This design comes from an exercise in tuning for small area and a short achievable clock period on the open sky130 flow, not from production work. RTL that was checked went through simulation tests only; none was proved equivalent to the original. Power and IR drop assume default switching activity.

Design KF6845, start of the top module:
module KF6845 (
    input   logic           clock,
    input   logic           video_clock_enable,
    input   logic           reset,
    input   logic           CS_N,
    input   logic           RS,
    input   logic           ENABLE,
    input   logic           R_OR_W,
    input   logic   [7:0]   D_IN,
    output  logic   [7:0]   D_OUT,
    input   logic           LPSTB,
    output  logic           CURSOR,
    output  logic           HSYNC,
    output  logic           VSYNC,
    output  logic   [4:0]   RA,
    output  logic   [13:0]  MA,
    output  logic           DE
);
Settings: LEC_CHECK=0, ABC_AREA=1, CAP_MARGIN=10, CORE_MARGIN=2, CORE_UTILIZATION=60, PLACE_DENSITY=0.75, SETUP_SLACK_MARGIN=2.05, SLEW_MARGIN=10; clock period 4.0 ns.
standard.sh (not shown) runs the stock make flow with config.mk's settings and CLKGATE_MAP_FILE= SYNTH_SCRIPT=/design/flow/synth_recipe.tcl, a recipe that flattens the netlist after the stock synthesis.
==> flow/flow/run.sh <==
#!/bin/bash
set -euo pipefail
export BUFFER_PORTS_ARGS="-buffer_cell sky130_fd_sc_hd__buf_2"
export CTS_ARGS="-sink_clustering_enable -repair_clock_nets -sink_clustering_size 16 -sink_clustering_max_diameter 60 -buf_list sky130_fd_sc_hd__clkbuf_8 -dont_use_dummy_load"
bash standard.sh finish > flow_make.log 2>&1
Next try:
Settings changed: CAP_MARGIN 10 to 20, CORE_UTILIZATION 60 to 65, SLEW_MARGIN 10 to 20.
Effect:
- count of clock-buffer cells in the layout stays the same
- area after synthesis stays the same
- core utilization is higher by 5.4 points
Next try:
Settings changed: CORE_UTILIZATION 65 to 60, SETUP_SLACK_MARGIN 2.05 to 2.1.
Result:
- The changed run went through all stages and came out clean
- total power rises by about 1.1%
- global-route usage drops by 2.4 points
- clock skew hardly moves
- synthesized area is unchanged
- cell count rises by about 2%
- setup slack gets worse by 19 ps
- final area increases by about 3%
- utilization is lower by 3.6 points
Next try:
Settings changed: CAP_MARGIN 20 to 5, SETUP_SLACK_MARGIN 2.1 to 2.05, SLEW_MARGIN 20 to 5.
Result: Design area goes down by a few percent. Worst hold slack gets better by 10 ps. Area after synthesis stays the same.

---

## job 101
Another version of the RTL of KF6845 (not shown whole).
Size in the first run: about 1400 cells after synthesis, ~260 flip-flops, roughly 47 I/O pins, roughly 0.012 mm2 of cells after synthesis.
clock: 4.0 ns
lec_check: 0
abc_area: 1
cap_margin: 20
core_margin: 2
core_utilization: 60
setup_slack_margin: 2.0
slew_margin: 20
==> flow/flow/run.sh <==
#!/bin/bash
set -euo pipefail
export BUFFER_PORTS_ARGS="-buffer_cell sky130_fd_sc_hd__buf_4"
export CTS_ARGS="-sink_clustering_enable -repair_clock_nets -sink_clustering_size 16 -sink_clustering_max_diameter 60 -buf_list sky130_fd_sc_hd__clkbuf_8 -dont_use_dummy_load"
bash standard.sh finish > flow_make.log 2>&1
Changes in job 102 relative to job 101:
==> flow/run.sh (new file) <==
#!/bin/bash
# synth_recipe.tcl (not shown) runs the flow's synth.tcl, then flattens the netlist and writes it again
# the make line also repeats each setting of config.mk as NAME=value (left out here)
make -C /OpenROAD-flow-scripts/flow DESIGN_CONFIG=/design/flow/config.mk WORK_HOME=/design/flow/orfs CLKGATE_MAP_FILE= SYNTH_SCRIPT=/design/flow/synth_recipe.tcl finish
diff --git a/flow/config.mk b/flow/config.mk
--- a/flow/config.mk
+++ b/flow/config.mk
@@ -11,0 +12 @@
+export CTS_BUF_LIST = sky130_fd_sc_hd__clkbuf_8
removed: flow/flow/run.sh
removed: flow/standard.sh
Results
- Between job 102 and job 101, the detailed placement HPWL figures differ only marginally.
- Job 102: flow completed, timing, DRC and antenna clean
- Per the comparison of job 102 with job 101, pin count of the biggest net entering global routing now sits lower; clock network fraction of design power moved up; final design area excluding fillers has increased.
No run of this note included a check of the RTL's function; only the layout flow was run.

---

KF6845, a different RTL version from the one above (not shown whole).
Size in the first run: about 1500 cells after synthesis, about 260 flip-flops, about 47 I/O pins, roughly 0.013 mm² of cells after synthesis.
clock: 4.0 ns
lec_check: 0
abc_area: 1
cap_margin: 20
core_margin: 2
core_utilization: 60
place_density: 0.75
setup_slack_margin: 2.15
slew_margin: 20
==> flow/flow/run.sh <==
#!/bin/bash
set -euo pipefail
export BUFFER_PORTS_ARGS="-buffer_cell sky130_fd_sc_hd__buf_4"
export CTS_ARGS="-sink_clustering_enable -repair_clock_nets -sink_clustering_size 16 -sink_clustering_max_diameter 60 -buf_list sky130_fd_sc_hd__clkbuf_8 -dont_use_dummy_load"
bash standard.sh finish > flow_make.log 2>&1
The starting point ran to the end with no violations.
Next try:
--- a/flow/flow/run.sh
+++ b/flow/flow/run.sh
@@ -3 +3 @@
-export BUFFER_PORTS_ARGS="-buffer_cell sky130_fd_sc_hd__buf_4"
+export BUFFER_PORTS_ARGS="-buffer_cell sky130_fd_sc_hd__buf_2"
Settings changed: CORE_UTILIZATION 60 to 50, PLACE_DENSITY 0.75 to default, SETUP_SLACK_MARGIN 2.15 to 2.0.
The new run produced a clean layout.
Routed wire length is lower by 2.3%.
Flip-flop and latch count is unchanged.
Non-clock buffer count drops by 33.
Next try:
Settings changed: CORE_UTILIZATION 50 to 60.
Outcome: The changed run finished with timing, DRC and antenna clean. Die area came out lower by 16%. Setup slack improves by 0.014 ns. Clock-buffer cell count came out lower by 1.
Next try:
--- a/flow/flow/run.sh
+++ b/flow/flow/run.sh
@@ -3 +3 @@
-export BUFFER_PORTS_ARGS="-buffer_cell sky130_fd_sc_hd__buf_2"
+export BUFFER_PORTS_ARGS="-buffer_cell sky130_fd_sc_hd__buf_4"
Effect: The new run finished clean. Via count went up by about 0.37%. Worst setup slack loses 0.0043 ns. Count of clock-buffer cells in the layout is lower by 1. Design area rises by 0.98%. Register-to-register slack stays flat. Cell count hardly moves.
Next try:
==> flow/flow/run.sh (replaced) <==
#!/bin/bash
set -euo pipefail
export BUFFER_PORTS_ARGS="-buffer_cell sky130_fd_sc_hd__buf_2"
export CTS_ARGS="-sink_clustering_enable -repair_clock_nets -sink_clustering_size 12 -sink_clustering_max_diameter 50 -buf_list {sky130_fd_sc_hd__clkbuf_4 sky130_fd_sc_hd__clkbuf_8} -dont_use_dummy_load"
bash standard.sh finish > flow_make.log 2>&1
Result: The new run finished with timing, DRC and antenna clean; setup slack loses 0.019 ns; synthesized cell count stays the same; wire length goes up by about 3%; worst hold slack is worse by 0.035 ns; sequential power stays flat; power goes up by 4.6%; sequential share of layout area drops by 0.31 points.
Next try:
==> flow/flow/run.sh (replaced) <==
#!/bin/bash
set -euo pipefail
export BUFFER_PORTS_ARGS="-buffer_cell sky130_fd_sc_hd__buf_2"
export CTS_ARGS="-sink_clustering_enable -repair_clock_nets -sink_clustering_size 16 -sink_clustering_max_diameter 60 -buf_list sky130_fd_sc_hd__clkbuf_8 -dont_use_dummy_load"
bash standard.sh finish > flow_make.log 2>&1
Settings changed: SETUP_SLACK_MARGIN 2.0 to 2.05, TNS_END_PERCENT from default to 0.
Result:
- utilization came out lower by 1.8 points
- final area came out lower by 2.6%
- cell count came out lower by 1.7%
- via count came out lower by 1.8%
- critical path depth came out lower by 1
- maximum frequency came out higher by 1.1%

---

Another version of the RTL of KF6845 (not shown whole).
Size: ~250 flip-flops, ~47 I/O pins, ~12,000 sq um of cells after synthesis.
==> flow/design.v (excerpt) <==
module KF6845 (
    input   logic           clock,
    input   logic           video_clock_enable,
    input   logic           reset,
    input   logic           CS_N,
    input   logic           RS,
    input   logic           ENABLE,
    input   logic           R_OR_W,
    input   logic   [7:0]   D_IN,
    output  logic   [7:0]   D_OUT,
    input   logic           LPSTB,
    output  logic           CURSOR,
    output  logic           HSYNC,
    output  logic           VSYNC,
    output  logic   [4:0]   RA,
    output  logic   [13:0]  MA,
    output  logic           DE
);
    logic   [7:0]   internal_data_bus;
    logic   [7:0]   internal_data_bus_out_cursor;
    logic   [7:0]   internal_data_bus_out_light_pen;
    logic           write_horizontal_total_register;
    logic           write_horizontal_displayed_register;
    logic           write_horizontal_sync_position_register;
    logic           write_horizontal_sync_width_register;
    logic           write_vertical_total_register;
    logic           write_vertical_total_adjust_register;
    logic           write_vertical_displayed_register;
    logic           write_vertical_sync_position_register;
    logic           write_interlace_mode_register;
    logic           write_maximum_scan_line_register;
    logic           write_cursor_start_register;
    logic           write_cursor_end_register;
    logic           write_start_address_h_register;
    logic           write_start_address_l_register;
    logic           write_cursor_h_register;
    logic           write_cursor_l_register;
    logic           write_light_pen_h_register;
    logic           write_light_pen_l_register;
    logic           read_cursor_h_register;
    logic           read_cursor_l_register;
    logic           read_light_pen_h_register;
    logic           read_light_pen_l_register;
    logic           Horizontal;
  ...
Settings: LEC_CHECK=0, CAP_MARGIN=20, CORE_MARGIN=2, CORE_UTILIZATION=60, SETUP_SLACK_MARGIN=1.5, SLEW_MARGIN=20; clock period 4.0 ns.
run.sh (not shown) runs the stock make flow with config.mk's settings and CLKGATE_MAP_FILE= SYNTH_SCRIPT=/design/flow/synth_recipe.tcl, a recipe that flattens the netlist after the stock synthesis.
Stock flow here: none of the scripts above is used.
==> next run, changes <==
CORE_UTILIZATION = 40   (was 60)
SETUP_SLACK_MARGIN = not set   (was 1.5)
Clock skew drops by 4.4 ps.
First-iteration DRC count grows by 21%.
Critical path depth came out lower by 1.
==> next run, changes <==
CORE_UTILIZATION = 70   (was 40)
CTS_BUF_LIST = sky130_fd_sc_hd__clkbuf_8   (was not set)
Result: Design area falls by 2.6%; routed wire length falls by about 2.8%; sequential cell count is unchanged; utilization rises by 34 points; combinational power hardly moves; count of clock-buffer cells in the layout rises by 12; worst setup slack improves by 35 ps; via count rises by 4.1%; sequential share of layout area rises by 1.2 points; register-to-register slack improves by 30 ps.

---

## run 1
Another version of the RTL of KF6845 (not shown whole).
Size: about 47 I/O pins, ~13000 um2 of cells after synthesis.
clock: 4.0 ns
lec_check: 0
abc_area: 1
cap_margin: 20
core_margin: 2
core_utilization: 60
setup_slack_margin: 2.1
slew_margin: 20
standard.sh (not shown) runs the stock make flow with config.mk's settings and CLKGATE_MAP_FILE= SYNTH_SCRIPT=/design/flow/synth_recipe.tcl, a recipe that flattens the netlist after the stock synthesis.
==> flow/flow/run.sh <==
#!/bin/bash
set -euo pipefail
export BUFFER_PORTS_ARGS="-buffer_cell sky130_fd_sc_hd__buf_4"
export CTS_ARGS="-repair_clock_nets -buf_list sky130_fd_sc_hd__clkbuf_8 -dont_use_dummy_load"
bash standard.sh finish > flow_make.log 2>&1
Inputs modified between run 1 and run 2:
Settings: an added PLACE_DENSITY of 0.75; a change of SETUP_SLACK_MARGIN from 2.1 to 2.05.
==> flow/flow/run.sh <==
#!/bin/bash
set -euo pipefail
export BUFFER_PORTS_ARGS="-buffer_cell sky130_fd_sc_hd__buf_4"
export CTS_ARGS="-sink_clustering_enable -repair_clock_nets -sink_clustering_size 16 -sink_clustering_max_diameter 60 -buf_list sky130_fd_sc_hd__clkbuf_8 -dont_use_dummy_load"
bash standard.sh finish > flow_make.log 2>&1
Findings:
Run 2 went all the way through synthesis, placement and routing and the layout is clean on timing, DRC and antenna. Design area ended up 5.0% lower on run 2 than on run 1. Between run 1 and run 2, share of cells above drive strength 1 is higher for run 1, run 2 comes in under that. Compared with run 1, placement density in the core of run 2 is lower. In the tables for run 1 and run 2, worst slack on hold paths reads higher with run 2.
Input changes introduced in run 3 (baseline for comparison: run 2):
Settings: PLACE_DENSITY removed (was 0.75); SETUP_SLACK_MARGIN changed from 2.05 to 2.0.
Results
Timing endpoint of the critical path = u_Linear_Address_Generator.next_line_ma[12]$_DFFE_PP0P_: run 3; timing endpoint of the critical path = MA[12]: run 2. ~same share of total power in combinational logic in run 2 and run 3. The final layout from run 3, which completed every stage, passed the timing, design-rule and antenna checks at the end of the flow. Global-route wire length before repair, run 2 and run 3: lower on run 2. Sort run 2 and run 3 by maximum vdd drop, ascending, and run 2 comes first.
Edits applied to the flow inputs when going from run 3 to run 4:
Settings: SETUP_SLACK_MARGIN now 2.1, was 2.0.
==> flow/flow/run.sh <==
#!/bin/bash
set -euo pipefail
export BUFFER_PORTS_ARGS="-buffer_cell sky130_fd_sc_hd__buf_4"
export CTS_ARGS="-sink_clustering_enable -repair_clock_nets -sink_clustering_size 16 -sink_clustering_max_diameter 60 -buf_list sky130_fd_sc_hd__clkbuf_16 -dont_use_dummy_load"
bash standard.sh finish > flow_make.log 2>&1
Findings:
Reg-to-reg setup timing slack improves in run 4 relative to run 3.
Re multi-input combinational cell count: no difference whatsoever between run 3 and run 4.
Summary of the comparison: maximum single-stage delay on the critical path is lower in run 4, relative to run 3.
Comparing run 3 against run 4, there is no change at all in number of enable flip-flop cells after synthesis.
Re clock-buffer cell count: no difference whatsoever between run 3 and run 4.
Compared with run 3, in run 4 worst-case setup margin in the final layout increased by 0.11 ns relative to the old numbers; adder-cell area share of the yosys netlist has remained practically unchanged; utilization grew by 1.9 points.
Routed wire in run 4 totals more than in run 3.
Summary of the comparison: number of non-clock buffers is higher in run 4, relative to run 3.
Setup changes, run 4 to run 5
==> flow/flow/run.sh <==
#!/bin/bash
set -euo pipefail
export BUFFER_PORTS_ARGS="-buffer_cell sky130_fd_sc_hd__buf_4"
export CTS_ARGS="-sink_clustering_enable -repair_clock_nets -sink_clustering_size 16 -sink_clustering_max_diameter 60 -buf_list sky130_fd_sc_hd__clkbuf_8 -dont_use_dummy_load"
bash standard.sh finish > flow_make.log 2>&1
### Flow results
- On count of nets after finishing, the higher figure sits with run 5, not run 4.
- Diff run 4 -> run 5: layout cell share with drive strength beyond 1 now sits higher, number of flip-flops and latches now sits at about the same level, remaining global-route overflow now sits at about the same level, post-layout instance area now sits lower, non-filler instance count after layout now sits higher.
- Of run 5 and run 4, the run reporting the lower share of power burned in combinational logic was run 4.

---

Setup of v12:
KF6845, a different RTL version from the one above (not shown whole).
For scale: ~1300 cells after synthesis, ~260 flip-flops, about 47 I/O pins.
clock: 4.0 ns
lec_check: 0
cap_margin: 20
core_margin: 2
core_utilization: 60
setup_slack_margin: 1.7
slew_margin: 20
run.sh (not shown) runs the stock make flow with config.mk's settings and CLKGATE_MAP_FILE= SYNTH_SCRIPT=/design/flow/synth_recipe.tcl, a recipe that flattens the netlist after the stock synthesis.
Stock flow here: none of the scripts above is used.
### v12 -> v38
Settings: CTS_BUF_LIST: unset -> sky130_fd_sc_hd__clkbuf_8; SETUP_SLACK_MARGIN: 1.7 -> 2.0.
==> run notes <==
Taking v12 as the reference, in v38 final critical path time including I/O delays and setup shows a reduction of 0.29 ns, leakage power shows an increase of 0.32 nW, power dissipated in combinational cells shows an increase of about 7%. Looking at post-synthesis to final-layout area growth, v38 sits 3.8 points above v12. Initial antenna violation count in v38 vs v12: up 2. Summary — number of buffers created by CTS, v38 relative to v12: higher, by 15. Diff v12 -> v38: wire length of the first global-routing pass increased by 0.41% relative to the old numbers, relative contribution of combinational cells to total power now sits higher. Of v12 and v38, v12 shows the lower critical path depth, with v38 above it. v38 against v12: total of clock buffers placed in the layout higher, cell area higher.
The inputs of v31 differ from those of v38 as listed below.
Settings: ABC_AREA now 1, previously not set.
[summary]
- Taking v38 as the reference, in v31 fraction of met3 tracks used by global routing comparable, total cell area at the placement stage dropped 2.6%, final area saw a decrease.
- The wire length was comparable across v31 and v38.
- On power dissipated in combinational cells: v31 sits above v38.
- On number of violations reported at the end of detailed-routing iteration 0, v31 does worse than v38.
#### Input delta (v32 over v31)
Settings: ABC_AREA: 1 -> unset; CTS_BUF_LIST: sky130_fd_sc_hd__clkbuf_8 -> unset.
==> run notes <==
Against v31 as the reference, v32 delivers a higher cell area. v31 -> v32: first-pass GRT wire length increased slightly. Against v31, remaining max-slew budget at the tightest pin in v32 came out worse. Summary of v32 over v31: synthesized cell count lower; multi-input gate area in the final layout climbed 770 um2; synthesis-to-finish area growth +4.1 points. Compared with v31, in v32 total power increased by 0.12 mW relative to the old numbers; depth of the CTS H-tree decreased by 1 relative to the old numbers; final layout net count went down.
What v56 does differently from v32 at the input level:
Settings: ABC_AREA newly set to 1.
Findings:
Comparing v32 and v56, the higher growth of design area from synthesis to finish was measured on v32.
From v32 to v56 the numbers moved as follows: combinational group share of total power went up by 4.9 points; count of buffers added by post-CTS timing repair for setup went down by 12; synthesized area went down by about 2.3%; proportion of cell area occupied by multi-input gates went down by 3.2 points.
Higher sequential share of layout area among v32 and v56: v56
Hold slack, v32 and v56: larger value in v32
> inputs changed (v56 -> v33)
Settings: an added TNS_END_PERCENT of 5; a change of SETUP_SLACK_MARGIN from 2.0 to 2.2; a deleted ABC_AREA that had been 1.
## What came out
- On final-layout clock-cell area share, v33 and v56 are neck and neck.
- v33 vs v56: via density per instance up by a little under 10%
- v33 vs. v56: initial core utilization went down by 0.30 points; clock network power share went up 2.2 points.
- v56 has lower x dimension of the die than v33.
- Summary of v33 over v56: worst setup skew after layout went up by 0.0060 ns, synthesized area per cell went up by about 20%, mux share of post-synthesis cell area went up by 7.9 points.

[static timing again, ports no longer ideal]
The results above use ideal ports. As a check the final layouts listed here were re-extracted and re-timed, cells and wires unchanged. Step 1: set_driving_cell puts a clkbuf_16 on clock and a buf_2 on each other input, an assumption about the parent block. Step 2 times the ports against the registers' clock, not the clock port: input delays grow and output delays shrink by t, the midpoint of the rising clock arrivals with the driver on. Three values: ideal, step 1, step 2; two values: the first two.
run	shift t [ns]	setup WS [ns]	hold slack, ns	pins driven straight from the clock port
the first run of note 1	0.570	2.096 / 2.056 / 1.598	0.350 / 0.333 / 0.426	1
the second run of note 1	0.574	2.065 / 2.066 / 1.514	0.349 / 0.328 / 0.418	1
the third run of note 1	0.595	2.046 / 2.036 / 1.556	0.340 / 0.316 / 0.453	1
the fourth run of note 1	0.570	2.096 / 2.056 / 1.598	0.350 / 0.333 / 0.426	1
job 101	0.582	1.936 / 1.936 / 1.659	0.339 / 0.322 / 0.405	1
job 102	0.590	1.919 / 1.919 / 1.403	0.441 / 0.441 / 0.441	1
the first run of note 3	0.567	2.110 / 2.073 / 1.712	0.334 / 0.320 / 0.428	1
the second run of note 3	0.592	2.050 / 2.043 / 1.562	0.205 / 0.182 / 0.417	1
the third run of note 3	0.599	2.063 / 2.019 / 1.559	0.244 / 0.218 / 0.460	1
the fourth run of note 3	0.584	2.059 / 2.015 / 1.576	0.335 / 0.318 / 0.452	1
the fifth run of note 3	0.559	2.039 / 2.039 / 1.560	0.300 / 0.275 / 0.455	1
the sixth run of note 3	0.598	2.060 / 2.017 / 1.521	0.245 / 0.219 / 0.462	1
the first run of note 4	0.571	1.221 / 1.174 / 1.001	0.437 / 0.437 / 0.437	1
the second run of note 4	0.589	0.338 / 0.290 / 0.470	0.434 / 0.434 / 0.434	1
the third run of note 4	0.575	0.374 / 0.335 / 0.458	0.430 / 0.430 / 0.430	1
run 1	0.617	2.062 / 2.015 / 1.620	0.335 / 0.314 / 0.426	1
run 2	0.574	2.091 / 2.051 / 1.602	0.347 / 0.332 / 0.442	1
run 3	0.585	1.997 / 2.019 / 1.435	0.334 / 0.317 / 0.410	1
run 4	0.553	2.110 / 2.078 / 1.622	0.383 / 0.364 / 0.412	1
run 5	0.582	2.070 / 2.045 / 1.613	0.334 / 0.316 / 0.407	1
v12	0.595	1.657 / 1.657 / 1.246	0.444 / 0.444 / 0.444	1
v38	0.591	1.950 / 1.950 / 1.556	0.463 / 0.463 / 0.463	1
v31	0.589	1.973 / 1.985 / 1.406	0.456 / 0.456 / 0.456	1
v32	0.587	1.907 / 1.907 / 1.507	0.465 / 0.465 / 0.465	1
v56	0.588	2.017 / 1.979 / 1.520	0.437 / 0.437 / 0.437	1
v33	0.597	1.856 / 1.856 / 1.387	0.444 / 0.444 / 0.444	1
After both steps every run listed still meets setup and hold. For v31, which loses most, drivers alone change the setup slack by +0.012 ns; drivers and shift together by -0.567 ns.
